This is an optimization exercise on Yosys and OpenROAD, whose aim is small area, not a production implementation.
In this exercise RTL edits were held to simulation tests only and were not proved equivalent to the original.
Power is estimated from default activity; no workload was simulated.

--- design.v ---
module Core (
	input              i_clk,
	input              i_rst,
	input        [2:0] i_ev,
	input        [1:0] i_phase,
	output             finish,
	output       [1:0] random_direction,
	output       [3:0] o_size,
	output             done,
	output       [2:0] state_to_VGA,
	output             astigmatism_result,
	output             color_test_result,
	output             start_to_send
);
localparam S_USER_ID = 4'b0000;
localparam S_AST     = 4'b0010;
localparam S_FINAL   = 4'b0101;
localparam S_START   = 4'b1000;
localparam S_O       = 4'b1001;
localparam S_OO      = 4'b1010;
localparam S_X       = 4'b1100;
localparam S_XX      = 4'b1110;
logic [3:0] st, st_w;
logic [1:0] dir_r, dir_w;
logic [3:0] size_r, size_w;
logic done_r, done_w, ast_r, ast_w, col_r, col_w;
wire rst  = (i_ev == 3'b101);
wire ans  = ~i_ev[2];
wire hit  = (i_ev[1:0] == dir_r);
wire yes  = (i_ev == 3'b110);
wire yn   = i_ev[2] & i_ev[1];
wire [3:0] size_inc = {size_r[3] ^ (&size_r[2:0]), size_r[2] ^ (&size_r[1:0]), size_r[1] ^ size_r[0], ~size_r[0]};
wire [3:0] size_dec = {size_r[3] ^ ~(|size_r[2:0]), size_r[2] ^ ~(|size_r[1:0]), size_r[1] ^ ~size_r[0], ~size_r[0]};
wire size_12 = size_r[3] & size_r[2];    
assign random_direction = dir_r;
assign o_size = size_r;
assign done = done_r;
assign astigmatism_result = ast_r;
assign color_test_result = col_r;
assign state_to_VGA = st[3] ? 3'b001 : st[2:0];
assign finish = (st == S_FINAL);
assign start_to_send = finish;
always_comb begin
	st_w = st;
	dir_w = dir_r;
	size_w = size_r;
	done_w = done_r;
	ast_w = ast_r;
	col_w = col_r;
	if (st[3]) begin
		if (st == S_START) begin
			size_w = 4'd0;
			done_w = 1'b0;
		end
		if (st == S_XX) begin
			done_w = 1'b1;
			if (rst) st_w = S_START;
			else if (yes) st_w = S_AST;
		end
		else if (rst) begin
			if (st == S_OO && size_12) done_w = 1'b1;
			st_w = S_START;
		end
		else if (st == S_OO && size_12) begin
			done_w = 1'b1;
			st_w = S_XX;
		end
		else if (ans) begin
			dir_w = i_phase;
			if (hit) begin
				if (st[0]) begin
					st_w = S_OO;
					size_w = size_inc;
				end
				else st_w = {st[3:2], 2'b01};
			end
			else begin
				st_w = st[2] ? S_XX : S_X;
				if (st[2] && (|size_r)) size_w = size_dec;
			end
		end
	end
	else begin
		case (st[2:0])
			3'd0: begin
				ast_w = 1'b0;
				col_w = 1'b0;
				if (yes) st_w = S_START;
			end
			3'd2: begin
				ast_w = yes;
				if (yn) st_w = 4'b0011;
			end
			3'd3: if (yn) st_w = 4'b0100;
			3'd4: begin
				col_w = yes;
				if (yn) st_w = S_FINAL;
			end
			default: if (rst) st_w = S_USER_ID;
		endcase
	end
end
always_ff @(posedge i_clk or negedge i_rst) begin
	if (!i_rst) begin
		st <= S_USER_ID;
		dir_r <= 2'b00;
		size_r <= 4'd0;
		done_r <= 1'b0;
		ast_r <= 1'b0;
		col_r <= 1'b0;
	end
	else begin
		st <= st_w;
		dir_r <= dir_w;
		size_r <= size_w;
		done_r <= done_w;
		ast_r <= ast_w;
		col_r <= col_w;
	end
end
endmodule
module Virtual_IR (
	input              i_clk,
	input              i_rst,
	input              i_1,
	input              i_2,
	input              i_3,
	input              i_4,
	input              i_5,
	input              i_6,
	input              i_7,
	input              i_8,
	input              i_9,
	input              i_0,
	input              i_A,
	input              i_B,
	input              i_reset_sw,
	input              i_finish,
	output logic [2:0] o_ev,
	output logic [3:0] o_ID1,
	output logic [3:0] o_ID2,
	output logic [3:0] o_ID3,
	output logic [3:0] o_ID4
);
localparam WAIT_YES = 2'd0;
localparam ANSWER   = 2'd1;
localparam HOLD     = 2'd2;
logic [1:0] ph;
logic [3:0] digit;
logic       any_digit, full, clr, ld1, ld2, ld3, ld4;
logic [2:0] ev_w;
logic [1:0] ph_w;
always_comb begin
	any_digit = i_1 | i_2 | i_3 | i_4 | i_5 | i_6 | i_7 | i_8 | i_9 | i_0;
	if (i_1) digit = 4'd1;
	else if (i_2) digit = 4'd2;
	else if (i_3) digit = 4'd3;
	else if (i_4) digit = 4'd4;
	else if (i_5) digit = 4'd5;
	else if (i_6) digit = 4'd6;
	else if (i_7) digit = 4'd7;
	else if (i_8) digit = 4'd8;
	else if (i_9) digit = 4'd9;
	else digit = 4'd10;
	full = |o_ID4;
	ld1 = 1'b0; ld2 = 1'b0; ld3 = 1'b0; ld4 = 1'b0;
	clr = 1'b0;
	ev_w = 3'b100;
	ph_w = ph;
	if (!full) begin
		ph_w = WAIT_YES;
		if (any_digit) begin
			ld1 = ~|o_ID1;
			ld2 = (|o_ID1) & ~|o_ID2;
			ld3 = (|o_ID2) & ~|o_ID3;
			ld4 = |o_ID3;
		end
		else if (i_reset_sw) begin
			clr = 1'b1;
			ev_w = 3'b101;
		end
	end
	else if (ph == WAIT_YES) begin
		if (i_A) begin
			ph_w = ANSWER;
			ev_w = 3'b110;
		end
		else if (i_reset_sw) begin
			clr = 1'b1;
			ev_w = 3'b101;
		end
	end
	else if (ph == ANSWER) begin
		if (!i_finish) begin
			ph_w = HOLD;
			if (i_2) ev_w = 3'b000;
			else if (i_8) ev_w = 3'b001;
			else if (i_4) ev_w = 3'b010;
			else if (i_6) ev_w = 3'b011;
			else if (i_A) ev_w = 3'b110;
			else if (i_B) ev_w = 3'b111;
			else begin
				ph_w = ANSWER;
				if (i_reset_sw) ev_w = 3'b101;
			end
		end
		else if (i_reset_sw) begin
			clr = 1'b1;
			ev_w = 3'b101;
		end
	end
	else begin
		ph_w = ANSWER;
	end
end
always_ff @(posedge i_clk or negedge i_rst) begin
	if (!i_rst) begin
		ph <= WAIT_YES;
		o_ev <= 3'b100;
		o_ID1 <= 4'd0;
		o_ID2 <= 4'd0;
		o_ID3 <= 4'd0;
		o_ID4 <= 4'd0;
	end
	else begin
		ph <= ph_w;
		o_ev <= ev_w;
		if (clr) begin
			o_ID1 <= 4'd0;
			o_ID2 <= 4'd0;
			o_ID3 <= 4'd0;
			o_ID4 <= 4'd0;
		end
		else begin
			if (ld1) o_ID1 <= digit;
			if (ld2) o_ID2 <= digit;
			if (ld3) o_ID3 <= digit;
			if (ld4) o_ID4 <= digit;
		end
	end
end
endmodule
module vga_time_generator (
	input              pixel_clk,
	input              i_rst,
	output             vga_hs,
	output             vga_vs,
	output             vga_blank,
	output logic [9:0] hx,
	output logic [9:0] vy
);
logic de_v;
function automatic [9:0] inc10(input [9:0] v);
	integer i;
	logic c;
	begin
		c = 1'b1;
		for (i = 0; i < 10; i = i + 1) begin
			inc10[i] = v[i] ^ c;
			c = c & v[i];
		end
	end
endfunction
wire h_end = hx[9] & hx[8] & (&hx[4:0]);             
wire h_sync = (hx == 10'd39);                        
wire v_end = vy[9] & vy[6] & vy[4] & vy[3];          
wire v_zero = (vy == 10'd555);                       
always_ff @(posedge pixel_clk or negedge i_rst) begin
	if (!i_rst) hx <= 10'd727;
	else if (h_end) hx <= 10'd0;
	else hx <= inc10(hx);
end
always_ff @(posedge pixel_clk or negedge i_rst) begin
	if (!i_rst) begin
		vy <= 10'd555;
		de_v <= 1'b0;
	end
	else if (h_sync) begin
		vy <= v_end ? 10'd76 : inc10(vy);
		if (v_end) de_v <= 1'b1;
		else if (v_zero) de_v <= 1'b0;
	end
end
function automatic logic ge10(input [9:0] v, input [9:0] c);
	integer i;
	begin
		ge10 = 1'b1;
		for (i = 0; i < 10; i = i + 1)
			ge10 = c[i] ? (v[i] & ge10) : (v[i] | ge10);
	end
endfunction
function automatic logic le10(input [9:0] v, input [9:0] c);
	integer i;
	begin
		le10 = 1'b1;
		for (i = 0; i < 10; i = i + 1)
			le10 = c[i] ? (!v[i] | le10) : (!v[i] & le10);
	end
endfunction
assign vga_hs = ~(ge10(hx, 10'd744) | le10(hx, 10'd39));
assign vga_vs = ~(vy[9] & vy[5] & vy[4] & ~vy[3] & vy[2] & vy[1]);    
assign vga_blank = de_v & ge10(hx, 10'd88) & le10(hx, 10'd727);
endmodule
module VGA_SHOW_E (
	input        i_clk,
	input        i_rst,
	input  [9:0] hx,
	input  [9:0] vy,
	input  [3:0] i_size,
	input  [1:0] i_direction,
	input        i_done,
	input  [2:0] i_state,
	input        astigmatism_or_not,
	input        color_test_result,
	input  [3:0] i_ID_0,
	input  [3:0] i_ID_1,
	input  [3:0] i_ID_2,
	input  [3:0] i_ID_3,
	output       o_e_chart_color
);
function automatic logic ge10(input [9:0] v, input [10:0] c);
	integer i;
	begin
		ge10 = 1'b1;
		for (i = 0; i < 10; i = i + 1)
			ge10 = c[i] ? (v[i] & ge10) : (v[i] | ge10);
		if (c[10]) ge10 = 1'b0;
	end
endfunction
function automatic logic le10(input [9:0] v, input [10:0] c);
	integer i;
	begin
		le10 = 1'b1;
		for (i = 0; i < 10; i = i + 1)
			le10 = c[i] ? (!v[i] | le10) : (!v[i] & le10);
		if (c[10]) le10 = 1'b1;
	end
endfunction
function automatic [10:0] radd(input [10:0] a, input [10:0] b, input cin);
	integer i;
	logic c;
	begin
		c = cin;
		for (i = 0; i < 11; i = i + 1) begin
			radd[i] = a[i] ^ b[i] ^ c;
			c = (a[i] & b[i]) | (a[i] & c) | (b[i] & c);
		end
	end
endfunction
function automatic logic ge11(input [10:0] v, input [11:0] c);
	integer i;
	begin
		ge11 = 1'b1;
		for (i = 0; i < 11; i = i + 1)
			ge11 = c[i] ? (v[i] & ge11) : (v[i] | ge11);
		if (c[11]) ge11 = 1'b0;
	end
endfunction
function automatic logic le11(input [10:0] v, input [11:0] c);
	integer i;
	begin
		le11 = 1'b1;
		for (i = 0; i < 11; i = i + 1)
			le11 = c[i] ? (!v[i] | le11) : (!v[i] & le11);
		if (c[11]) le11 = 1'b1;
	end
endfunction
wire [10:0] dd = radd({1'b1, hx}, {1'b1, ~vy}, 1'b1);
wire [10:0] ss = radd({1'b0, hx}, {1'b0, vy}, 1'b0);
logic pix_r, pix_w;
assign o_e_chart_color = pix_r;
logic nz0, nz1, nz2, nz3, valid, sh0, sh1, sh2, sh3;
assign nz0 = |i_ID_0;
assign nz1 = |i_ID_1;
assign nz2 = |i_ID_2;
assign nz3 = |i_ID_3;
assign valid = !((!nz0 && (nz1 || nz2 || nz3)) || (!nz1 && (nz2 || nz3)) || (!nz2 && nz3));
assign sh0 = valid && nz0;
assign sh1 = valid && nz1;
assign sh2 = valid && nz2;
assign sh3 = valid && nz3;
logic in0, in1, in2, in3, xL, xM1, xC, xM2, xR;
assign in0 = (ge10(hx, (401) + 88) && le10(hx, (440) + 88));
assign in1 = (ge10(hx, (451) + 88) && le10(hx, (490) + 88));
assign in2 = (ge10(hx, (501) + 88) && le10(hx, (540) + 88));
assign in3 = (ge10(hx, (551) + 88) && le10(hx, (590) + 88));
assign xL  = (ge10(hx, (401) + 88) && le10(hx, (406) + 88)) || (ge10(hx, (451) + 88) && le10(hx, (456) + 88)) || (ge10(hx, (501) + 88) && le10(hx, (506) + 88)) || (ge10(hx, (551) + 88) && le10(hx, (556) + 88));
assign xC  = (ge10(hx, (418) + 88) && le10(hx, (423) + 88)) || (ge10(hx, (468) + 88) && le10(hx, (473) + 88)) || (ge10(hx, (518) + 88) && le10(hx, (523) + 88)) || (ge10(hx, (568) + 88) && le10(hx, (573) + 88));
assign xR  = (ge10(hx, (435) + 88) && le10(hx, (440) + 88)) || (ge10(hx, (485) + 88) && le10(hx, (490) + 88)) || (ge10(hx, (535) + 88) && le10(hx, (540) + 88)) || (ge10(hx, (585) + 88) && le10(hx, (590) + 88));
assign xM1 = !xL && !xC && !xR && (le10(hx, (417) + 88) || (ge10(hx, (457) + 88) && le10(hx, (467) + 88)) || (ge10(hx, (507) + 88) && le10(hx, (517) + 88)) || (ge10(hx, (557) + 88) && le10(hx, (567) + 88)));
assign xM2 = !xL && !xC && !xR && !xM1;
logic yT, yU1, yU2, yM, yL, yB, yUS;
assign yT  = (ge10(vy, (201) + 76) && le10(vy, (206) + 76));
assign yU1 = (ge10(vy, (207) + 76) && le10(vy, (220) + 76));
assign yU2 = (ge10(vy, (221) + 76) && le10(vy, (237) + 76));
assign yM  = (ge10(vy, (238) + 76) && le10(vy, (243) + 76));
assign yL  = (ge10(vy, (244) + 76) && le10(vy, (274) + 76));
assign yB  = (ge10(vy, (275) + 76) && le10(vy, (280) + 76));
assign yUS = (ge10(vy, (276) + 76) && le10(vy, (280) + 76));
logic [3:0] dsel;
logic dshow, dwhite, id_blk;
always_comb begin
	dsel = in0 ? i_ID_0 : in1 ? i_ID_1 : in2 ? i_ID_2 : i_ID_3;
	dshow = (in0 && sh0) || (in1 && sh1) || (in2 && sh2) || (in3 && sh3);
	case (dsel)
		4'd10: dwhite = (xM1 || xC || xM2) && (yU1 || yU2 || yM || yL);
		4'd1:  dwhite = !xC;
		4'd2:  dwhite = ((yU1 || yU2) && !xR) || (yL && !xL);
		4'd3:  dwhite = (yU1 || yU2 || yL) && !xR;
		4'd4:  dwhite = !(((yU2 || yM || yL || yB) && xC) || ((yT || yU1 || yU2 || yM) && xL) || yM);
		4'd5:  dwhite = ((yU1 || yU2) && !xL) || (yL && !xR);
		4'd6:  dwhite = ((yU1 || yU2) && !xL) || (yL && (xM1 || xC || xM2));
		4'd7:  dwhite = !yT && !xR;
		4'd8:  dwhite = (xM1 || xC || xM2) && (yU1 || yU2 || yL);
		4'd9:  dwhite = (yL && !xR) || ((yU1 || yU2) && (xM1 || xC || xM2));
		default: dwhite = 1'b1;
	endcase
	id_blk = (ge10(vy, (201) + 76) && le10(vy, (280) + 76)) && (in0 || in1 || in2 || in3) && (dshow ? !dwhite : yUS);
end
logic uid_blk;
always_comb begin
	uid_blk =
		((((ge10(hx, (51) + 88) && le10(hx, (56) + 88)) || (ge10(hx, (85) + 88) && le10(hx, (90) + 88))) && (ge10(vy, (201) + 76) && le10(vy, (274) + 76))) || ((ge10(vy, (274) + 76) && le10(vy, (280) + 76)) && (ge10(hx, (51) + 88) && le10(hx, (90) + 88)))) ||
		((ge10(hx, (101) + 88) && le10(hx, (140) + 88)) && (ge10(vy, (201) + 76) && le10(vy, (280) + 76)) && !((ge10(hx, (106) + 88) && (ge10(vy, (207) + 76) && le10(vy, (237) + 76))) || (le10(hx, (134) + 88) && (ge10(vy, (244) + 76) && le10(vy, (273) + 76))))) ||
		((ge10(hx, (151) + 88) && le10(hx, (190) + 88)) && (ge10(vy, (201) + 76) && le10(vy, (280) + 76)) && !(ge10(hx, (156) + 88) && ((ge10(vy, (207) + 76) && le10(vy, (237) + 76)) || (ge10(vy, (244) + 76) && le10(vy, (273) + 76))))) ||
		((ge10(hx, (201) + 88) && le10(hx, (206) + 88)) && (ge10(vy, (201) + 76) && le10(vy, (280) + 76))) ||
		((ge10(hx, (207) + 88) && le10(hx, (240) + 88)) && (ge10(vy, (201) + 76) && le10(vy, (243) + 76)) && !(le10(hx, (234) + 88) && (ge10(vy, (207) + 76) && le10(vy, (237) + 76)))) ||
		((ge10(hx, (207) + 88) && le10(hx, (240) + 88)) && (ge10(vy, (244) + 76) && le10(vy, (280) + 76)) && (ge11(dd, (-43) + 1036) && le11(dd, (-35) + 1036))) ||
		((ge10(hx, (261) + 88) && le10(hx, (300) + 88)) && ((ge10(vy, (201) + 76) && le10(vy, (207) + 76)) || (ge10(vy, (274) + 76) && le10(vy, (280) + 76)))) ||
		((ge10(hx, (277) + 88) && le10(hx, (283) + 88)) && (ge10(vy, (208) + 76) && le10(vy, (273) + 76))) ||
		((ge10(hx, (344) + 88) && le10(hx, (350) + 88)) && (ge10(vy, (201) + 76) && le10(vy, (280) + 76))) ||
		((ge10(vy, (237) + 76) && le10(vy, (280) + 76)) && (ge10(hx, (311) + 88) && le10(hx, (344) + 88)) && !((ge10(vy, (243) + 76) && le10(vy, (274) + 76)) && ge10(hx, (317) + 88))) ||
		((ge10(hx, (372) + 88) && le10(hx, (378) + 88)) && ((ge10(vy, (218) + 76) && le10(vy, (224) + 76)) || (ge10(vy, (256) + 76) && le10(vy, (262) + 76)))) ||
		id_blk;
end
logic rA, rB, rC, rD, rE;
assign rA = (ge10(vy, (141) + 76) && le10(vy, (146) + 76));
assign rB = (ge10(vy, (147) + 76) && le10(vy, (237) + 76));
assign rC = (ge10(vy, (238) + 76) && le10(vy, (243) + 76));
assign rD = (ge10(vy, (244) + 76) && le10(vy, (334) + 76));
assign rE = (ge10(vy, (335) + 76) && le10(vy, (340) + 76));
logic lfull, l0, l1, lone, rfull, r0, r1, dot;
assign lfull = (ge10(hx, (201) + 88) && le10(hx, (300) + 88));
assign l0 = (ge10(hx, (201) + 88) && le10(hx, (206) + 88));
assign l1 = (ge10(hx, (295) + 88) && le10(hx, (300) + 88));
assign lone = (ge10(hx, (245) + 88) && le10(hx, (250) + 88));
assign rfull = (ge10(hx, (341) + 88) && le10(hx, (440) + 88));
assign r0 = (ge10(hx, (341) + 88) && le10(hx, (346) + 88));
assign r1 = (ge10(hx, (435) + 88) && le10(hx, (440) + 88));
assign dot = (ge10(hx, (317) + 88) && le10(hx, (322) + 88)) && rE;
logic [6:0] seg;    
always_comb begin
	case (i_size)
		4'd0:  seg = 7'b0000000;    
		4'd1:  seg = 7'b1011101;
		4'd2:  seg = 7'b1101101;
		4'd3:  seg = 7'b0101110;
		4'd4:  seg = 7'b1101011;
		4'd5:  seg = 7'b1111011;
		4'd6:  seg = 7'b0100101;
		4'd7:  seg = 7'b1111111;
		4'd8:  seg = 7'b1101111;
		4'd9:  seg = 7'b1110111;
		4'd10: seg = 7'b1011101;
		4'd11: seg = 7'b1101011;
		default: seg = 7'b1110111;
	endcase
end
logic res_blk, left_blk, right_blk;
always_comb begin
	right_blk = (rfull && rA && seg[0]) || (r0 && rB && seg[1]) || (r1 && rB && seg[2]) ||
	            (rfull && rC && seg[3]) || (r0 && rD && seg[4]) || (r1 && rD && seg[5]) ||
	            (rfull && rE && seg[6]);
	if (i_size == 4'd12)
		left_blk = (lfull && (rA || rC || rE)) || (l1 && rB) || (l0 && rD);
	else if (i_size >= 4'd9)
		left_blk = lone && (rB || rD);
	else
		left_blk = lfull && (rA || rE || ((rB || rD) && (l0 || l1)));
	res_blk = right_blk || left_blk || dot || ((i_size == 4'd0) && (ge10(hx, (385) + 88) && le10(hx, (390) + 88)) && (rB || rD));
end
function automatic logic gev(input [6:0] v, input [6:0] c);    
	integer i;
	begin
		gev = 1'b1;
		for (i = 0; i < 7; i = i + 1)
			gev = (v[i] & !c[i]) | (v[i] & gev) | (!c[i] & gev);
	end
endfunction
logic [6:0] b1, b2, b3, b4, b5;
always_comb begin
	case (i_size)
		4'd0: begin b1 = 7'd24; b2 = 7'd49; b3 = 7'd72; b4 = 7'd97; b5 = 7'd121; end    
		4'd1: begin b1 = 7'd12; b2 = 7'd25; b3 = 7'd36; b4 = 7'd49; b5 = 7'd61; end    
		4'd2: begin b1 = 7'd8; b2 = 7'd17; b3 = 7'd24; b4 = 7'd33; b5 = 7'd41; end    
		4'd3: begin b1 = 7'd6; b2 = 7'd13; b3 = 7'd18; b4 = 7'd25; b5 = 7'd31; end    
		4'd4: begin b1 = 7'd5; b2 = 7'd11; b3 = 7'd14; b4 = 7'd20; b5 = 7'd25; end    
		4'd5: begin b1 = 7'd4; b2 = 7'd9; b3 = 7'd12; b4 = 7'd17; b5 = 7'd21; end    
		4'd6: begin b1 = 7'd3; b2 = 7'd8; b3 = 7'd10; b4 = 7'd15; b5 = 7'd18; end    
		4'd7: begin b1 = 7'd3; b2 = 7'd7; b3 = 7'd9; b4 = 7'd13; b5 = 7'd16; end    
		4'd8: begin b1 = 7'd3; b2 = 7'd6; b3 = 7'd8; b4 = 7'd11; b5 = 7'd14; end    
		4'd9: begin b1 = 7'd2; b2 = 7'd6; b3 = 7'd7; b4 = 7'd11; b5 = 7'd13; end    
		4'd10: begin b1 = 7'd2; b2 = 7'd5; b3 = 7'd6; b4 = 7'd9; b5 = 7'd11; end    
		4'd11: begin b1 = 7'd2; b2 = 7'd4; b3 = 7'd5; b4 = 7'd7; b5 = 7'd9; end    
		4'd12: begin b1 = 7'd1; b2 = 7'd3; b3 = 7'd4; b4 = 7'd6; b5 = 7'd7; end    
		default: begin b1 = 7'bx; b2 = 7'bx; b3 = 7'bx; b4 = 7'bx; b5 = 7'bx; end
	endcase
end
logic [6:0] sa, eb;
logic inbox, e_lit;
always_comb begin
	sa = i_direction[1] ? vy[6:0] : hx[6:0];
	eb = i_direction[1] ? hx[6:0] : vy[6:0];
	inbox = (hx[9:7] == 3'b001) && (vy[9:7] == 3'b010) && !gev(sa, b5) && !gev(eb, b5);
	e_lit = ((gev(sa, b1) && !gev(sa, b2)) || (gev(sa, b3) && !gev(sa, b4))) &&
	        (i_direction[0] ? gev(eb, b1) : !gev(eb, b4));
end
logic ast_blk;
assign ast_blk =
	(((ge10(hx, (312) + 88) && le10(hx, (314) + 88)) || (ge10(hx, (318) + 88) && le10(hx, (320) + 88)) || (ge10(hx, (324) + 88) && le10(hx, (326) + 88))) && (ge10(vy, (282) + 76) || le10(vy, (198) + 76))) ||
	(((ge10(vy, (232) + 76) && le10(vy, (235) + 76)) || (ge10(vy, (239) + 76) && le10(vy, (242) + 76)) || (ge10(vy, (246) + 76) && le10(vy, (249) + 76))) && (ge10(hx, (355) + 88) || le10(hx, (285) + 88))) ||
	(ge11(dd, (68) + 1036) && le11(dd, (72) + 1036)) || (ge11(dd, (78) + 1036) && le11(dd, (82) + 1036)) || (ge11(dd, (88) + 1036) && le11(dd, (92) + 1036)) ||
	(ge11(ss, (548) + 164) && le11(ss, (552) + 164)) || (ge11(ss, (558) + 164) && le11(ss, (562) + 164)) || (ge11(ss, (568) + 164) && le11(ss, (572) + 164));
logic yn_sel, yn_blk;
always_comb begin
	yn_sel = i_state[2] ? color_test_result : astigmatism_or_not;
	if (!yn_sel)
		yn_blk = (ge10(hx, (280) + 88) && le10(hx, (360) + 88)) && (ge10(vy, (185) + 76) && le10(vy, (295) + 76)) &&
		         ((ge10(hx, (320) + 88) && le10(vy, (225) + 76) && (ge11(ss, (538) + 164) && le11(ss, (548) + 164))) ||
		          (le10(hx, (320) + 88) && le10(vy, (225) + 76) && (ge11(dd, (88) + 1036) && le11(dd, (98) + 1036))) ||
		          ((ge10(hx, (317) + 88) && le10(hx, (323) + 88)) && ge10(vy, (225) + 76)));
	else
		yn_blk = (ge10(hx, (265) + 88) && le10(hx, (375) + 88)) && (ge10(vy, (186) + 76) && le10(vy, (294) + 76)) &&
		         (le10(hx, (272) + 88) || ge10(hx, (368) + 88) || (ge11(dd, (74) + 1036) && le11(dd, (86) + 1036)));
end
always_comb begin
	case (i_state)
		3'd0: pix_w = !uid_blk;
		3'd1: pix_w = (i_size > 4'd12) ? 1'b0 : i_done ? !res_blk : (!inbox || e_lit);
		3'd2: pix_w = !ast_blk;
		3'd3: pix_w = !yn_blk;
		3'd5: pix_w = !yn_blk;
		default: pix_w = 1'b0;
	endcase
end
always_ff @(posedge i_clk or negedge i_rst) begin
	if (!i_rst) pix_r <= 1'b1;
	else pix_r <= pix_w;
end
endmodule
module vga_top (
	input        i_clk,
	input        i_rst,
	input  [3:0] i_size,
	input  [1:0] i_direction,
	input        i_done,
	input  [3:0] ID1,
	input  [3:0] ID2,
	input  [3:0] ID3,
	input  [3:0] ID4,
	input  [2:0] state_to_vga,
	input        astigmatism_or_not,
	input        color_test_result,
	output [1:0] phase,
	output       vga_h_sync,
	output       vga_v_sync,
	output       inDisplayArea,
	output [7:0] vga_R,
	output [7:0] vga_G,
	output [7:0] vga_B
);
	logic [9:0] hx, vy;
	logic pixel_show, pix_q;
	assign phase = {hx[1] ^ hx[0], ~hx[0]};
	vga_time_generator vga0 (
		.pixel_clk (i_clk),
		.i_rst     (i_rst),
		.vga_hs    (vga_h_sync),
		.vga_vs    (vga_v_sync),
		.vga_blank (inDisplayArea),
		.hx        (hx),
		.vy        (vy)
	);
	VGA_SHOW_E vga_show_0 (
		.i_clk              (i_clk),
		.i_rst              (i_rst),
		.hx                 (hx),
		.vy                 (vy),
		.i_size             (i_size),
		.i_direction        (i_direction),
		.i_done             (i_done),
		.i_state            (state_to_vga),
		.astigmatism_or_not (astigmatism_or_not),
		.color_test_result  (color_test_result),
		.i_ID_0             (ID1),
		.i_ID_1             (ID2),
		.i_ID_2             (ID3),
		.i_ID_3             (ID4),
		.o_e_chart_color    (pixel_show)
	);
	always_ff @(posedge i_clk or negedge i_rst) begin
		if (!i_rst) pix_q <= 1'b0;
		else pix_q <= pixel_show & inDisplayArea;
	end
	assign vga_R = {8{pix_q}};
	assign vga_G = {8{pix_q}};
	assign vga_B = {8{pix_q}};
endmodule
module vision_top (
	input        clk,
	input        rst_n,
	input        key_0,
	input        key_1,
	input        key_2,
	input        key_3,
	input        key_4,
	input        key_5,
	input        key_6,
	input        key_7,
	input        key_8,
	input        key_9,
	input        key_A,
	input        key_B,
	input        key_reset,
	output       vga_hs,
	output       vga_vs,
	output       vga_de,
	output [7:0] vga_R,
	output [7:0] vga_G,
	output [7:0] vga_B,
	output [3:0] id1,
	output [3:0] id2,
	output [3:0] id3,
	output [3:0] id4,
	output [3:0] vision_size,
	output       vision_done,
	output       astigmatism_result,
	output       color_test_result,
	output       result_ready
);
	logic [2:0] ir_ev;
	logic       core_finish;
	logic [1:0] core_direction;
	logic [2:0] core_state;
	logic [1:0] phase;
	Virtual_IR virtual_ir0 (
		.i_clk      (clk),
		.i_rst      (rst_n),
		.i_1        (key_1),
		.i_2        (key_2),
		.i_3        (key_3),
		.i_4        (key_4),
		.i_5        (key_5),
		.i_6        (key_6),
		.i_7        (key_7),
		.i_8        (key_8),
		.i_9        (key_9),
		.i_0        (key_0),
		.i_A        (key_A),
		.i_B        (key_B),
		.i_reset_sw (key_reset),
		.i_finish   (core_finish),
		.o_ev       (ir_ev),
		.o_ID1      (id1),
		.o_ID2      (id2),
		.o_ID3      (id3),
		.o_ID4      (id4)
	);
	Core core0 (
		.i_clk              (clk),
		.i_rst              (rst_n),
		.i_ev               (ir_ev),
		.i_phase            (phase),
		.finish             (core_finish),
		.random_direction   (core_direction),
		.o_size             (vision_size),
		.done               (vision_done),
		.state_to_VGA       (core_state),
		.astigmatism_result (astigmatism_result),
		.color_test_result  (color_test_result),
		.start_to_send      (result_ready)
	);
	vga_top vga0 (
		.i_clk              (clk),
		.i_rst              (rst_n),
		.i_size             (vision_size),
		.i_direction        (core_direction),
		.i_done             (vision_done),
		.ID1                (id1),
		.ID2                (id2),
		.ID3                (id3),
		.ID4                (id4),
		.state_to_vga       (core_state),
		.astigmatism_or_not (astigmatism_result),
		.color_test_result  (color_test_result),
		.phase              (phase),
		.vga_h_sync         (vga_hs),
		.vga_v_sync         (vga_vs),
		.inDisplayArea      (vga_de),
		.vga_R              (vga_R),
		.vga_G              (vga_G),
		.vga_B              (vga_B)
	);
endmodule
--- run.sh ---
#!/bin/bash
# synth_recipe.tcl (not shown) runs the flow's synth.tcl, then flattens the netlist and writes it again
# the make line also repeats each setting of config.mk as NAME=value (left out here)
make -C /OpenROAD-flow-scripts/flow DESIGN_CONFIG=/design/flow/config.mk WORK_HOME=/design/flow/orfs CLKGATE_MAP_FILE= SYNTH_SCRIPT=/design/flow/synth_recipe.tcl finish
--- config.mk ---
export PLATFORM = sky130hd
export DESIGN_NAME = vision_top
export DESIGN_NICKNAME = vision_top
export VERILOG_FILES = /design/flow/design.v
export SDC_FILE = /design/flow/constraint.sdc
export NUM_CORES = 4
export LEC_CHECK = 0
export CAP_MARGIN = 20
export CORE_MARGIN = 2
export CORE_UTILIZATION = 40
export PLACE_DENSITY = 0.6
export SLEW_MARGIN = 20
--- constraint.sdc ---
create_clock -name core_clock -period 10.0 [get_ports {clk}]
set_input_delay 2.0000 -clock core_clock [delete_from_list [all_inputs] [get_ports {clk}]]
set_output_delay 2.0000 -clock core_clock [all_outputs]
set_load 0.01 [all_outputs]
==> results of run 1 <==
placed cells by master, fill, tap and decap left out, types with 15 or more instances in the layout:
cell and n:
nand2b_1 27, fa_1 18, a31oi_1 15, nor4_1 17
inv_1 47, o21ai_0 76, nand2_1 94, ha_1 40
nor3_1 31, a22o_1 19, nand3_1 28, clkdlybuf4s50_1 64
nor2_1 102, a21oi_1 80, dfrtp_1 43, nor2b_1 21
cell families (layout without fill, tap and decap cells):
kind of cell               Yosys count  after routing  synth area share, %
AOI/OAI and AO/OA                  358            358                 30.8
xor gates and xnor gates             4              4                0.448
adders and majority gates           67             67                 12.2
buffers and inverters              137            142                 8.13
DFF                                 57             57                 18.5
muxes                               22             22                 3.17
and+or+nand+nor                    408            408                 26.8
per-layer routing:
layer | up-vias | GRT usage [%] | routed length (µm)
met5 | - | 0 | 0
met4 | 0 | 10.8 | 906
met3 | 65 | 4.47 | 2450
met2 | 471 | 42.1 | 12600
met1 | 4056 | 39.8 | 12400
li1 | 3916 | - | -
worst max-delay path by stage:
stage               slack (ns)                   startpoint                         endpoint
detailed placement        3.96  vga0.vga0.vy[0]$_DFFE_PN1P_  vga0.vga_show_0.pix_r$_DFF_PN1_
CTS                       3.99  vga0.vga0.vy[0]$_DFFE_PN1P_  vga0.vga_show_0.pix_r$_DFF_PN1_
global placement          4.18  vga0.vga0.vy[0]$_DFFE_PN1P_  vga0.vga_show_0.pix_r$_DFF_PN1_
global route              3.71  vga0.vga0.vy[0]$_DFFE_PN1P_  vga0.vga_show_0.pix_r$_DFF_PN1_
floorplan                 4.34  vga0.vga0.vy[1]$_DFFE_PN1P_  vga0.vga_show_0.pix_r$_DFF_PN1_
finish                    3.96  vga0.vga0.vy[0]$_DFFE_PN1P_  vga0.vga_show_0.pix_r$_DFF_PN1_
area by class of cell:
type,count,area [µm²],area share (%)
inverters,55,206,2.37
clock inverters,7,70.1,0.805
flip-flops and latches,57,1440,16.6
repair buffers,71,691,7.93
clock buffers,9,225,2.59
well taps,265,332,3.81
multi-input cells,859,5740,65.9
per-stage QoR:
step	util [%]	instance area, µm²	hold WS (ns)	power (mW)
2_1_floorplan	-	7820	0.465	1.03
3_3_place_gp	43.5	8410	0.511	1.29
3_5_place_dp	43.5	8410	0.518	1.29
4_1_cts	45.0	8700	0.534	1.63
5_1_grt	45.0	8700	0.568	1.76
6_report	45.0	8700	0.532	1.64
worst max-delay path: stages (launching register included):
cell,delay (ns)
dfstp_2,0.64
ha_1,0.20
inv_1,0.05
fa_1,0.38
fa_1,0.41
fa_1,0.41
fa_1,0.40
fa_1,0.39
fa_1,0.37
inv_1,0.07
fa_1,0.15
inv_1,0.05
fa_1,0.38
fa_1,0.43
nand4b_1,0.19
o21bai_1,0.17
o22ai_1,0.18
o21ai_0,0.10
a2111oi_0,0.38
o32ai_1,0.25
a211oi_2,0.24
o221ai_2,0.12
registers in the layout, indices dropped and copies added, names as in the netlist:
name                   flops
virtual_ir0.o_ID3          4
core0.col_r                1
vga0.vga0.hx              10
vga0.pix_q                 1
core0.st                   4
virtual_ir0.o_ev           3
core0.size_r               4
vga0.vga0.de_v             1
core0.done_r               1
virtual_ir0.o_ID1          4
vga0.vga_show_0.pix_r      1
virtual_ir0.ph             2
core0.ast_r                1
virtual_ir0.o_ID4          4
vga0.vga0.vy              10
virtual_ir0.o_ID2          4
core0.dir_r                2
where the power goes:
group,switching [mW],internal (mW),total [mW]
clock network,0.131,0.193,0.324
registers,0.117,0.289,0.406
logic,0.525,0.381,0.905
total,0.773,0.863,1.64
==> flow_metrics.env, run 1 <==
export IMPL_status="finished clean"
export IMPL_numClockSinks=57
export IMPL_tightest_slew_ns=0.919
export IMPL_grt_pass1_wl_mm=44.9
export IMPL_num_vias=8508
export IMPL_postRouteAntennaNets=0
export IMPL_finalHoldViolCount=0
export IMPL_setup_slack_ns=3.96
export IMPL_grt_usage_pct=27.9
export IMPL_startpoint_type="flop"
export IMPL_wl_per_cell_um=21.4
export IMPL_h_tree_depth=3
export IMPL_power_density_nw_per_um2=188
export IMPL_setup_viol=0
export IMPL_drc_errors=0
export IMPL_synth_edf_count=0
export IMPL_cts_tree="done"
export IMPL_worstSetupEndpointType="flop"
export IMPL_portBuffers=65
export IMPL_drt_pass1_iterations=7
export IMPL_yosysMostFrequentCell="nor2_1"
export IMPL_finalCriticalPeriod_ns=6.04
export IMPL_yosysTopAreaCellShare_pct=13.8
export IMPL_cts_resized_gates=0
export IMPL_required_ns=10.28
export IMPL_synthesis_area_um2=7820
export IMPL_cp_max_fo=9
export IMPL_hp_class="reg -> reg"
export IMPL_finClkSkew_ns=0.0111
export IMPL_ys_seq_area_share_pct=18.5
export IMPL_drt_iter0_drc=1048
export IMPL_die_w_um=144
export IMPL_dpl_cell_count=1307
export IMPL_min_from="core0.ast_r$_DFFE_PN0P_"
export IMPL_cts_buffers=9
export IMPL_io_pins=66
export IMPL_routed_wirelength_mm=28.4
export IMPL_overflow=0
export IMPL_diodes=0
export IMPL_stdcell_count=1323
export IMPL_drive_above_1_share_pct=7.18
export IMPL_leakage_nw=3.21
export IMPL_critical_path_class="reg -> reg"
export IMPL_ir_worst_vdd_uv=114
export IMPL_synth_flop_cell="dfrtp_1"
export IMPL_synth_avg_cell_area_um2=7.42
export IMPL_cts_setup_buffers=0
export IMPL_antenna_found_initial=0
export IMPL_gp_congestion=0.988
export IMPL_ff2ff_path_depth=21
export IMPL_min_to="core0.ast_r$_DFFE_PN0P_"
export IMPL_hold_buffers=0
export IMPL_max_freq_mhz=166
export IMPL_root_buffer="clkbuf_16"
export IMPL_clk_path_buf_depth=2
export IMPL_die_area_um2=20700
export IMPL_viasPerCell=6.43
export IMPL_rows=51
export IMPL_min_period_over_period_pct=60.4
export IMPL_maxCapViolations=0
export IMPL_timing_rr_start="vga0.vga0.vy[0]$_DFFE_PN1P_"
export IMPL_synth_area_leaders="dfrtp_1 14%, ha_1 6.4%, a21oi_1 5.1%, nor2_1 4.9%, o21ai_0 4.9%"
export IMPL_reg2reg_slack_ns=3.96
export IMPL_max_slew_margin_pct=37.0
export IMPL_yosys_top_cells_count="102 x nor2_1, 94 x nand2_1, 80 x a21oi_1"
export IMPL_worstReg2RegEnd="vga0.vga_show_0.pix_r$_DFF_PN1_"
export IMPL_grt_max_degree=58
export IMPL_holdPathStages=2
export IMPL_clk_latency_ns=0.36
export IMPL_yosys_warnings=5
export IMPL_syn_to_final_growth_pct=11.4
export IMPL_die_h_um=144
export IMPL_start_util_pct=40.4
export IMPL_clkTransAtPathRegs_ns=0.06
export IMPL_synth_seq_cells=57
export IMPL_netlist_instances=1053
export IMPL_core_area_um2=19300
export IMPL_grt_pass1_vias=7963
export IMPL_fin_nets=1126
export IMPL_dp_hpwl_mm=20.6
export IMPL_fin_setup_tns_ns=0
export IMPL_dp_slack_ns=3.96
export IMPL_synth_distinct_cells=94
export IMPL_worstPathArrival_ns=6.32
export IMPL_drv_slew=0
export IMPL_synth_fp_nets=1126
export IMPL_fill_cells=1991
export IMPL_rsz0062_at_grt="no"
export IMPL_synthArstFlopShare_pct=100
export IMPL_yosys_area_top_type="dfrtp_1"
==> run 2, diff against run 1 <==
--- a/design.v
+++ b/design.v
@@ -380,5 +380,5 @@
 assign sh2 = valid && nz2;
 assign sh3 = valid && nz3;
-logic in0, in1, in2, in3, xL, xM1, xC, xM2, xR;
+logic in0, in1, in2, in3, xL, xC, xR;
 assign in0 = (ge10(hx, (401) + 88) && le10(hx, (440) + 88));
 assign in1 = (ge10(hx, (451) + 88) && le10(hx, (490) + 88));
@@ -388,6 +388,4 @@
 assign xC  = (ge10(hx, (418) + 88) && le10(hx, (423) + 88)) || (ge10(hx, (468) + 88) && le10(hx, (473) + 88)) || (ge10(hx, (518) + 88) && le10(hx, (523) + 88)) || (ge10(hx, (568) + 88) && le10(hx, (573) + 88));
 assign xR  = (ge10(hx, (435) + 88) && le10(hx, (440) + 88)) || (ge10(hx, (485) + 88) && le10(hx, (490) + 88)) || (ge10(hx, (535) + 88) && le10(hx, (540) + 88)) || (ge10(hx, (585) + 88) && le10(hx, (590) + 88));
-assign xM1 = !xL && !xC && !xR && (le10(hx, (417) + 88) || (ge10(hx, (457) + 88) && le10(hx, (467) + 88)) || (ge10(hx, (507) + 88) && le10(hx, (517) + 88)) || (ge10(hx, (557) + 88) && le10(hx, (567) + 88)));
-assign xM2 = !xL && !xC && !xR && !xM1;
 logic yT, yU1, yU2, yM, yL, yB, yUS;
 assign yT  = (ge10(vy, (201) + 76) && le10(vy, (206) + 76));
@@ -404,5 +402,5 @@
 	dshow = (in0 && sh0) || (in1 && sh1) || (in2 && sh2) || (in3 && sh3);
 	case (dsel)
-		4'd10: dwhite = (xM1 || xC || xM2) && (yU1 || yU2 || yM || yL);
+		4'd10: dwhite = (!xL && !xR) && (yU1 || yU2 || yM || yL);
 		4'd1:  dwhite = !xC;
 		4'd2:  dwhite = ((yU1 || yU2) && !xR) || (yL && !xL);
@@ -410,8 +408,8 @@
 		4'd4:  dwhite = !(((yU2 || yM || yL || yB) && xC) || ((yT || yU1 || yU2 || yM) && xL) || yM);
 		4'd5:  dwhite = ((yU1 || yU2) && !xL) || (yL && !xR);
-		4'd6:  dwhite = ((yU1 || yU2) && !xL) || (yL && (xM1 || xC || xM2));
+		4'd6:  dwhite = ((yU1 || yU2) && !xL) || (yL && (!xL && !xR));
 		4'd7:  dwhite = !yT && !xR;
-		4'd8:  dwhite = (xM1 || xC || xM2) && (yU1 || yU2 || yL);
-		4'd9:  dwhite = (yL && !xR) || ((yU1 || yU2) && (xM1 || xC || xM2));
+		4'd8:  dwhite = (!xL && !xR) && (yU1 || yU2 || yL);
+		4'd9:  dwhite = (yL && !xR) || ((yU1 || yU2) && (!xL && !xR));
 		default: dwhite = 1'b1;
 	endcase
@@ -488,31 +486,48 @@
 	end
 endfunction
-logic [6:0] b1, b2, b3, b4, b5;
+function automatic [7:0] rsub(input [6:0] a, input [6:0] b);    
+	integer i;
+	logic c;
+	begin
+		c = 1'b1;
+		for (i = 0; i < 7; i = i + 1) begin
+			rsub[i] = a[i] ^ !b[i] ^ c;
+			c = (a[i] & !b[i]) | (a[i] & c) | (!b[i] & c);
+		end
+		rsub[7] = c;
+	end
+endfunction
+logic [6:0] w, b1, b2;
 always_comb begin
 	case (i_size)
-		4'd0: begin b1 = 7'd24; b2 = 7'd49; b3 = 7'd72; b4 = 7'd97; b5 = 7'd121; end    
-		4'd1: begin b1 = 7'd12; b2 = 7'd25; b3 = 7'd36; b4 = 7'd49; b5 = 7'd61; end    
-		4'd2: begin b1 = 7'd8; b2 = 7'd17; b3 = 7'd24; b4 = 7'd33; b5 = 7'd41; end    
-		4'd3: begin b1 = 7'd6; b2 = 7'd13; b3 = 7'd18; b4 = 7'd25; b5 = 7'd31; end    
-		4'd4: begin b1 = 7'd5; b2 = 7'd11; b3 = 7'd14; b4 = 7'd20; b5 = 7'd25; end    
-		4'd5: begin b1 = 7'd4; b2 = 7'd9; b3 = 7'd12; b4 = 7'd17; b5 = 7'd21; end    
-		4'd6: begin b1 = 7'd3; b2 = 7'd8; b3 = 7'd10; b4 = 7'd15; b5 = 7'd18; end    
-		4'd7: begin b1 = 7'd3; b2 = 7'd7; b3 = 7'd9; b4 = 7'd13; b5 = 7'd16; end    
-		4'd8: begin b1 = 7'd3; b2 = 7'd6; b3 = 7'd8; b4 = 7'd11; b5 = 7'd14; end    
-		4'd9: begin b1 = 7'd2; b2 = 7'd6; b3 = 7'd7; b4 = 7'd11; b5 = 7'd13; end    
-		4'd10: begin b1 = 7'd2; b2 = 7'd5; b3 = 7'd6; b4 = 7'd9; b5 = 7'd11; end    
-		4'd11: begin b1 = 7'd2; b2 = 7'd4; b3 = 7'd5; b4 = 7'd7; b5 = 7'd9; end    
-		4'd12: begin b1 = 7'd1; b2 = 7'd3; b3 = 7'd4; b4 = 7'd6; b5 = 7'd7; end    
-		default: begin b1 = 7'bx; b2 = 7'bx; b3 = 7'bx; b4 = 7'bx; b5 = 7'bx; end
+		4'd0: begin w = 7'd120; b1 = 7'd24; b2 = 7'd49; end
+		4'd1: begin w = 7'd60; b1 = 7'd12; b2 = 7'd25; end
+		4'd2: begin w = 7'd40; b1 = 7'd8; b2 = 7'd17; end
+		4'd3: begin w = 7'd30; b1 = 7'd6; b2 = 7'd13; end
+		4'd4: begin w = 7'd24; b1 = 7'd5; b2 = 7'd11; end
+		4'd5: begin w = 7'd20; b1 = 7'd4; b2 = 7'd9; end
+		4'd6: begin w = 7'd17; b1 = 7'd3; b2 = 7'd8; end
+		4'd7: begin w = 7'd15; b1 = 7'd3; b2 = 7'd7; end
+		4'd8: begin w = 7'd13; b1 = 7'd3; b2 = 7'd6; end
+		4'd9: begin w = 7'd12; b1 = 7'd2; b2 = 7'd6; end
+		4'd10: begin w = 7'd10; b1 = 7'd2; b2 = 7'd5; end
+		4'd11: begin w = 7'd8; b1 = 7'd2; b2 = 7'd4; end
+		4'd12: begin w = 7'd6; b1 = 7'd1; b2 = 7'd3; end
+		default: begin w = 7'bx; b1 = 7'bx; b2 = 7'bx; end
 	endcase
 end
-logic [6:0] sa, eb;
+logic [6:0] sa, eb, ma, mb, ee;
+logic [7:0] ra, rb;
 logic inbox, e_lit;
 always_comb begin
 	sa = i_direction[1] ? vy[6:0] : hx[6:0];
 	eb = i_direction[1] ? hx[6:0] : vy[6:0];
-	inbox = (hx[9:7] == 3'b001) && (vy[9:7] == 3'b010) && !gev(sa, b5) && !gev(eb, b5);
-	e_lit = ((gev(sa, b1) && !gev(sa, b2)) || (gev(sa, b3) && !gev(sa, b4))) &&
-	        (i_direction[0] ? gev(eb, b1) : !gev(eb, b4));
+	ra = rsub(w, sa);
+	rb = rsub(w, eb);
+	ma = ra[6:0];
+	mb = rb[6:0];
+	inbox = (hx[9:7] == 3'b001) && (vy[9:7] == 3'b010) && ra[7] && rb[7];
+	ee = i_direction[0] ? eb : mb;
+	e_lit = ((gev(sa, b1) && !gev(sa, b2)) || (gev(ma, b1) && !gev(ma, b2))) && gev(ee, b1);
 end
 logic ast_blk;
==> flow/run.sh (new file) <==
#!/bin/bash
# Layout flow: the standard synthesis and layout, with three changes to
# how the layout is made:
#  - the port buffers are the platform's smallest buffer (buf_1),
#  - clock tree synthesis adds no dummy load cells,
#  - after global routing, cells on paths with positive slack are downsized
#    (ORFS's power recovery).
# Each step's output goes to a log file of its own in this folder; ORFS also
# keeps its per-step logs under orfs/logs.
set -euo pipefail
bash standard.sh synth > synth.log 2>&1
bash standard.sh \
	'BUFFER_PORTS_ARGS=-buffer_cell sky130_fd_sc_hd__buf_1' \
	floorplan place > place.log 2>&1
bash standard.sh \
	'BUFFER_PORTS_ARGS=-buffer_cell sky130_fd_sc_hd__buf_1' \
	'CTS_ARGS=-sink_clustering_enable -repair_clock_nets -dont_use_dummy_load -buf_list sky130_fd_sc_hd__clkbuf_8 -sink_clustering_size 30' \
	cts > cts.log 2>&1
bash standard.sh \
	'BUFFER_PORTS_ARGS=-buffer_cell sky130_fd_sc_hd__buf_1' \
	'CTS_ARGS=-sink_clustering_enable -repair_clock_nets -dont_use_dummy_load -buf_list sky130_fd_sc_hd__clkbuf_8 -sink_clustering_size 30' \
	RECOVER_POWER=100 \
	finish > finish.log 2>&1
==> standard.sh (new file) <==
#!/bin/bash
# synth_recipe.tcl (not shown) runs the flow's synth.tcl, then flattens the netlist and writes it again
# the make line also repeats each setting of config.mk as NAME=value (left out here)
make -C /OpenROAD-flow-scripts/flow DESIGN_CONFIG=/design/flow/config.mk WORK_HOME=/design/flow/orfs CLKGATE_MAP_FILE= SYNTH_SCRIPT=/design/flow/synth_recipe.tcl "${@:-finish}"
removed: run.sh
==> flow_metrics.env, run 2 <==
export IMPL_status="failed layout checks"
export IMPL_so_faults="max-capacitance violations, max-slew violations"
export IMPL_clk_path_buf_depth=2
export IMPL_dpl_cell_count=1234
export IMPL_min_period_over_period_pct=62.8
export IMPL_cts_setup_buffers=0
export IMPL_finalHoldViolCount=0
export IMPL_synthSimpleGateAreaFrac_pct=26.7
export IMPL_setup_viol=0
export IMPL_grt_max_degree=58
export IMPL_max_freq_mhz=159
export IMPL_grt_pass1_wl_mm=40.7
export IMPL_gp_congestion=1.02
export IMPL_drt_pass1_iterations=6
export IMPL_cts_buffers=9
export IMPL_ys_seq_area_share_pct=18.8
export IMPL_placed_area_um2=7840
export IMPL_crit_end="vga0.vga_show_0.pix_r$_DFF_PN1_"
export IMPL_synth_fp_nets=1095
export IMPL_required_ns=10.26
export IMPL_synth_compound_area_share_pct=26.4
export IMPL_yosysMostFrequentCell="nor2_1"
export IMPL_use_met3_pct=4.21
export IMPL_routed_wirelength_mm=25.3
export IMPL_synthesis_area_um2=7670
export IMPL_synth_flop_cell="dfrtp_1"
export IMPL_critPathMostFrequentCell="fa_1"
export IMPL_maxCapViolations=1
export IMPL_final_area_um2=7950
export IMPL_critical_path_class="reg -> reg"
export IMPL_crit_chain="clkinv_1 > fa_1 > fa_1 > fa_1 > inv_1 > fa_1 > inv_1 > fa_1 > fa_1 > and4b_1 > o211ai_1 > a221oi_1 > o21ai_0 > a41oi_1 > o2111ai_1 > nor4_1 > o32ai_1"
export IMPL_synth_seq_cells=57
export IMPL_viasPerCell=6.42
export IMPL_worstSetupEndpointType="flop"
export IMPL_synth_edf_count=0
export IMPL_overflow=0
export IMPL_grt_usage_pct=25.3
export IMPL_diodes=0
export IMPL_start_util_pct=40.9
export IMPL_reg2reg_slack_ns=3.72
export IMPL_startpoint_type="flop"
export IMPL_cts_tree="done"
export IMPL_busiest_layer="met2"
export IMPL_fin_total_pwr_mw=1.33
export IMPL_synth_avg_cell_area_um2=7.60
export IMPL_cp_startpoint="vga0.vga0.hx[4]$_DFF_PN1_"
export IMPL_timing_rr_start="vga0.vga0.hx[4]$_DFF_PN1_"
export IMPL_drt_iter0_drc=1057
export IMPL_io_pins=66
export IMPL_synth_area_leaders="dfrtp_1 14%, fa_1 7.8%, ha_1 6.7%, o21ai_0 5.3%, dfstp_2 4.8%"
export IMPL_drc_errors=0
export IMPL_worstReg2RegEnd="vga0.vga_show_0.pix_r$_DFF_PN1_"
export IMPL_antenna_found_initial=0
export IMPL_synth_distinct_cells=83
export IMPL_yosys_top_cells_count="89 x nor2_1, 83 x nand2_1, 81 x o21ai_0"
export IMPL_numClockSinks=57
export IMPL_hold_buffers=0
export IMPL_netlist_instances=1009
export IMPL_stdcell_count=1243
export IMPL_finClkSkew_ns=0.0213
export IMPL_finalCriticalPeriod_ns=6.28
export IMPL_leakage_nw=2.93
export IMPL_power_density_nw_per_um2=167
export IMPL_mostFrequentLayoutCells="89 x nor2_1, 83 x nand2_1, 81 x o21ai_0"
export IMPL_drive_above_1_share_pct=5.85
export IMPL_grt_pass1_vias=7291
export IMPL_worstPathArrival_ns=6.53
export IMPL_synthArstFlopShare_pct=100
export IMPL_mostFrequentLayoutCell="nor2_1"
export IMPL_num_vias=7984
export IMPL_tightest_slew_ns=3.19
export IMPL_clk_latency_ns=0.36
export IMPL_yosys_area_top_type="dfrtp_1"
export IMPL_cpPeakStageDelay_ns=1.27
export IMPL_final_util_pct=42.4
export IMPL_met1_usage_pct=36.2
export IMPL_rows=50
export IMPL_portBuffers=65
export IMPL_critPathSlowestCell="dfstp_1"
export IMPL_setup_slack_ns=3.72
export IMPL_rsz0062_at_grt="no"
export IMPL_core_area_um2=18800
export IMPL_clkTransAtPathRegs_ns=0.07
export IMPL_root_buffer="clkbuf_8"
export IMPL_drv_slew=58
export IMPL_fin_nets=1097
export IMPL_synth_xor_area_share_pct=0.685
export IMPL_dp_hpwl_mm=19.0
export IMPL_cp_max_fo=29
export IMPL_ir_worst_vdd_uv=121
export IMPL_synthMuxAreaShare_pct=2.59
export IMPL_synth_fa_ha_area_share_pct=16.4
export IMPL_wl_per_cell_um=20.3
export IMPL_postRouteAntennaNets=0
export IMPL_synth_top_family_by_area="simple AND/OR/NAND/NOR gates"
export IMPL_h_tree_depth=3
export IMPL_syn_to_final_growth_pct=3.74
export IMPL_cts_resized_gates=0
export IMPL_use_met2_pct=38.0
export IMPL_hp_class="reg -> reg"
export IMPL_fin_setup_tns_ns=0
export IMPL_whs_ns=0.536
export IMPL_dp_slack_ns=3.94
export IMPL_die_h_um=142
export IMPL_yosysTopAreaCellShare_pct=14.0
export IMPL_max_slew_margin_pct=-113
export IMPL_die_w_um=142
export IMPL_die_area_um2=20300
export IMPL_ff2ff_path_depth=17
export IMPL_min_from="vga0.vga0.vy[0]$_DFFE_PN1P_"
export IMPL_reg_top3="vga0.vga0.hx: 10 flops, vga0.vga0.vy: 10 flops"
export IMPL_yosys_warnings=5
## run 2: changes by cell type in the layout (fill, tap and decap cells not counted), sizes merged, moves of 12 or more
cell	before	now
nand2	95	83
clkdlybuf4s50	64	0
a21oi	82	63
nor2	103	89
buf	7	65
fa	18	30
## run 2: cell type report
type	count	area (µm²)
inverter	62	233
tap	234	293
sequential	57	1440
clock buffer	9	124
timing repair buffer	70	272
fill	1980	10800
multi-input combinational	811	5590
## run 2: how the worst min path moves through the flow
stage | endpoint | slack (ns) | cells past startpoint
2_1_floorplan | vga0.vga0.de_v$_DFFE_PN0P_ | 0.47 | 2
4_1_cts | vga0.vga0.vy[0]$_DFFE_PN1P_ | 0.54 | 2
6_report | vga0.vga0.vy[0]$_DFFE_PN1P_ | 0.54 | 2
3_3_place_gp | vga0.vga0.hx[0]$_DFF_PN1_ | 0.51 | 1
5_1_grt | core0.ast_r$_DFFE_PN0P_ | 0.57 | 1
3_5_place_dp | vga0.vga0.vy[0]$_DFFE_PN1P_ | 0.53 | 2
## run 2: logic make-up after synthesis
| kind of cell | Yosys count |
|---|---|
| muxes | 19 |
| DFF | 57 |
| and+or+nand+nor | 395 |
| AOI/OAI and AO/OA | 306 |
| xor gates and xnor gates | 6 |
| adders and majority gates | 85 |
| buffers and inverters | 141 |
## run 2: worst max-delay path: cells and delay by family, from the launching register on
kind / cells / cell delay [ns]
fa+ha+maj: 6 / 2.35
flops: 1 / 1.27
simple gates: 2 / 0.50
compound gates: 6 / 1.25
buf+inv: 3 / 0.82
## run 2: layer usage
metal,part of all wire [%],routed length (µm)
met2,44,11000
met4,3.5,896
met5,0,0
met1,44,11200
met3,8.5,2160
## run 2: where the power goes
part,internal [mW],switching [mW],leakage (nW),total (mW)
Combinational,0.310,0.456,2.15,0.766
Clock,0.0798,0.0893,0.0647,0.169
Sequential,0.285,0.107,0.715,0.392
==> run 3, diff against run 2 <==
==> run.sh (new file) <==
#!/bin/bash
# synth_recipe.tcl (not shown) runs the flow's synth.tcl, then flattens the netlist and writes it again
# the make line also repeats each setting of config.mk as NAME=value (left out here)
make -C /OpenROAD-flow-scripts/flow DESIGN_CONFIG=/design/flow/config.mk WORK_HOME=/design/flow/orfs CLKGATE_MAP_FILE= SYNTH_SCRIPT=/design/flow/synth_recipe.tcl finish
removed: flow/run.sh
removed: standard.sh
==> flow_metrics.env, run 3 <==
export IMPL_status="finished clean"
export IMPL_synthMuxAreaShare_pct=2.59
export IMPL_critical_path_class="reg -> reg"
export IMPL_synth_avg_cell_area_um2=7.60
export IMPL_fin_setup_tns_ns=0
export IMPL_start_util_pct=40.9
export IMPL_stdcell_count=1249
export IMPL_mostFrequentLayoutCells="89 x nor2_1, 83 x nand2_1, 81 x o21ai_0"
export IMPL_finalHoldViolCount=0
export IMPL_postRouteAntennaNets=0
export IMPL_drt_iter0_drc=1172
export IMPL_max_slew_margin_pct=16.6
export IMPL_busiest_layer="met2"
export IMPL_mostFrequentLayoutCell="nor2_1"
export IMPL_power_density_nw_per_um2=180
export IMPL_root_buffer="clkbuf_16"
export IMPL_clk_path_buf_depth=2
export IMPL_yosys_top_cells_count="89 x nor2_1, 83 x nand2_1, 81 x o21ai_0"
export IMPL_grt_usage_pct=25.3
export IMPL_clkTransAtPathRegs_ns=0.05
export IMPL_ys_seq_area_share_pct=18.8
export IMPL_critPathSlowestCell="dfstp_2"
export IMPL_required_ns=10.24
export IMPL_synth_flop_cell="dfrtp_1"
export IMPL_synth_fa_ha_area_share_pct=16.4
export IMPL_die_w_um=142
export IMPL_dpl_cell_count=1233
export IMPL_gp_congestion=1.00
export IMPL_drc_errors=0
export IMPL_tightest_slew_ns=1.23
export IMPL_crit_chain="inv_1 > fa_1 > fa_1 > fa_1 > fa_1 > fa_1 > fa_1 > inv_1 > fa_1 > inv_1 > fa_1 > fa_1 > and4b_1 > o211ai_1 > a221oi_1 > o21ai_0 > a41oi_1 > o2111ai_1 > nor4_1 > o32ai_1"
export IMPL_syn_to_final_growth_pct=11.6
export IMPL_dp_hpwl_mm=19.1
export IMPL_critPathMostFrequentCell="fa_1"
export IMPL_num_vias=8006
export IMPL_synth_xor_area_share_pct=0.685
export IMPL_h_tree_depth=3
export IMPL_cts_setup_buffers=0
export IMPL_clk_latency_ns=0.34
export IMPL_min_period_over_period_pct=61.4
export IMPL_portBuffers=65
export IMPL_maxCapViolations=0
export IMPL_synth_seq_cells=57
export IMPL_max_freq_mhz=163
export IMPL_reg_top3="vga0.vga0.hx: 10 flops, vga0.vga0.vy: 10 flops"
export IMPL_cpPeakStageDelay_ns=0.66
export IMPL_drive_above_1_share_pct=6.80
export IMPL_use_met3_pct=4.37
export IMPL_yosysMostFrequentCell="nor2_1"
export IMPL_die_h_um=142
export IMPL_rsz0062_at_grt="no"
export IMPL_startpoint_type="flop"
export IMPL_grt_max_degree=58
export IMPL_setup_viol=0
export IMPL_fin_nets=1096
export IMPL_synthSimpleGateAreaFrac_pct=26.7
export IMPL_met1_usage_pct=36.1
export IMPL_grt_pass1_vias=7242
export IMPL_io_pins=66
export IMPL_cts_resized_gates=0
export IMPL_synth_top_family_by_area="simple AND/OR/NAND/NOR gates"
export IMPL_die_area_um2=20300
export IMPL_rows=50
export IMPL_worstPathArrival_ns=6.38
export IMPL_yosys_area_top_type="dfrtp_1"
export IMPL_drt_pass1_iterations=7
export IMPL_hold_buffers=0
export IMPL_core_area_um2=18800
export IMPL_netlist_instances=1009
export IMPL_yosysTopAreaCellShare_pct=14.0
export IMPL_ir_worst_vdd_uv=111
export IMPL_use_met2_pct=37.6
export IMPL_finalCriticalPeriod_ns=6.14
export IMPL_synthesis_area_um2=7670
export IMPL_fin_total_pwr_mw=1.54
export IMPL_worstSetupEndpointType="flop"
export IMPL_whs_ns=0.535
export IMPL_overflow=0
export IMPL_cp_max_fo=10
export IMPL_synth_distinct_cells=83
export IMPL_leakage_nw=3.19
export IMPL_yosys_warnings=5
export IMPL_numClockSinks=57
export IMPL_synth_compound_area_share_pct=26.4
export IMPL_hp_class="reg -> reg"
export IMPL_finClkSkew_ns=0.00973
export IMPL_synth_area_leaders="dfrtp_1 14%, fa_1 7.8%, ha_1 6.7%, o21ai_0 5.3%, dfstp_2 4.8%"
export IMPL_synth_fp_nets=1095
export IMPL_viasPerCell=6.41
export IMPL_final_util_pct=45.6
export IMPL_grt_pass1_wl_mm=40.5
export IMPL_routed_wirelength_mm=25.6
export IMPL_cts_buffers=9
export IMPL_wl_per_cell_um=20.5
export IMPL_synthArstFlopShare_pct=100
export IMPL_diodes=0
export IMPL_drv_slew=0
export IMPL_antenna_found_initial=0
export IMPL_synth_edf_count=0
export IMPL_cts_tree="done"
==> run 3: cell counts after synthesis <==
No cell type changed its count.
==> run 3: final timing paths <==
kind                                        startpoint                               to  slack [ns]  depth (start not counted)
max in group asynchronous                        rst_n          core0.ast_r$_DFFE_PN0P_        7.65                          2
min in group asynchronous                        rst_n        vga0.vga0.hx[8]$_DFF_PN0_        1.82                          2
max reg2reg                vga0.vga0.vy[1]$_DFFE_PN1P_  vga0.vga_show_0.pix_r$_DFF_PN1_        3.86                         20
min reg2reg                  vga0.vga0.hx[0]$_DFF_PN1_        vga0.vga0.hx[0]$_DFF_PN1_        0.54                          1
min                          vga0.vga0.hx[0]$_DFF_PN1_        vga0.vga0.hx[0]$_DFF_PN1_        0.54                          1
max                        vga0.vga0.vy[1]$_DFFE_PN1P_  vga0.vga_show_0.pix_r$_DFF_PN1_        3.86                         20
==> run 3: cell families (layout without fill, tap and decap cells) <==
| group | after synthesis | after routing |
|---|---|---|
| multiplexers | 19 | 19 |
| AND/OR/NAND/NOR | 395 | 395 |
| adder cells (fa/ha/maj) | 85 | 85 |
| buffers and inverters | 141 | 147 |
| flip-flops | 57 | 57 |
| AO/OA/AOI/OAI | 306 | 306 |
| XOR/XNOR | 6 | 6 |
==> run 3: cell type report <==
type,count,area [µm²]
clock buffer,11,243
multi-input combinational,811,5590
tap,234,293
sequential,57,1440
fill,1923,10200
clock inverter,5,78.8
timing repair buffer,69,676
inverter,62,233
==> run 3: critical path, delay by kind of cell (launching register included) <==
family,cells,cell delay [ns]
AO/OA/AOI/OAI,6,1.22
adder cells (fa/ha/maj),9,3.36
buffers and inverters,3,0.28
flip-flops,1,0.66
AND/OR/NAND/NOR,2,0.53
==> run 3: where the power goes <==
part / switching (mW) / internal [mW] / total [mW] / leakage (nW)
registers: 0.110 / 0.285 / 0.396 / 0.716
logic: 0.453 / 0.349 / 0.802 / 2.31
clock network: 0.115 / 0.224 / 0.339 / 0.159
total: 0.678 / 0.859 / 1.54 / 3.19
==> run 3: routing by layer <==
| layer | routed length [µm] | up-vias | share of wire [%] |
|---|---|---|---|
| met4 | 1140 | 0 | 4.4 |
| li1 | - | 3691 | - |
| met5 | 0 | - | 0 |
| met1 | 11300 | 3728 | 44 |
| met3 | 2330 | 103 | 9.1 |
| met2 | 10900 | 484 | 42 |
==> run 3: stage by stage <==
| step | worst slack (ns) | instance area (µm²) |
|---|---|---|
| after floorplan | 4.33 | 7670 |
| after global routing | 3.62 | 8560 |
| final | 3.86 | 8560 |
| after global placement | 4.16 | 8230 |
| after detailed placement | 3.93 | 8230 |
| after CTS | 3.93 | 8550 |

## static timing again, ports no longer ideal
In the flow no input, the clock included, has a driving cell. The finished layouts below were timed again as built, in two steps.
Step 1: set_driving_cell puts a clkbuf_16 on clk and a buf_2 on each other input, an assumption about the parent block.
Step 2, shift: input delay + t, output delay - t, t = (earliest + latest rising clock arrival at the registers) / 2. This alone moves slack from input paths to output paths.
Three values: ideal, step 1, step 2; two values: the first two.
run | shift t [ns] | setup slack, ns | slew at the worst register clock pin (ns) | worst slew at a driven data input, ns | pins driven straight from the clock port
run 1 | 0.394 | 3.962 / 3.962 / 3.962 | 0.06 / 0.06 | 0.03 | 1
run 2 | 0.388 | 3.724 / 3.724 / 3.724 | 0.07 / 0.07 | 0.03 | 1
run 3 | 0.377 | 3.859 / 3.859 / 3.859 | 0.06 / 0.06 | 0.03 | 1
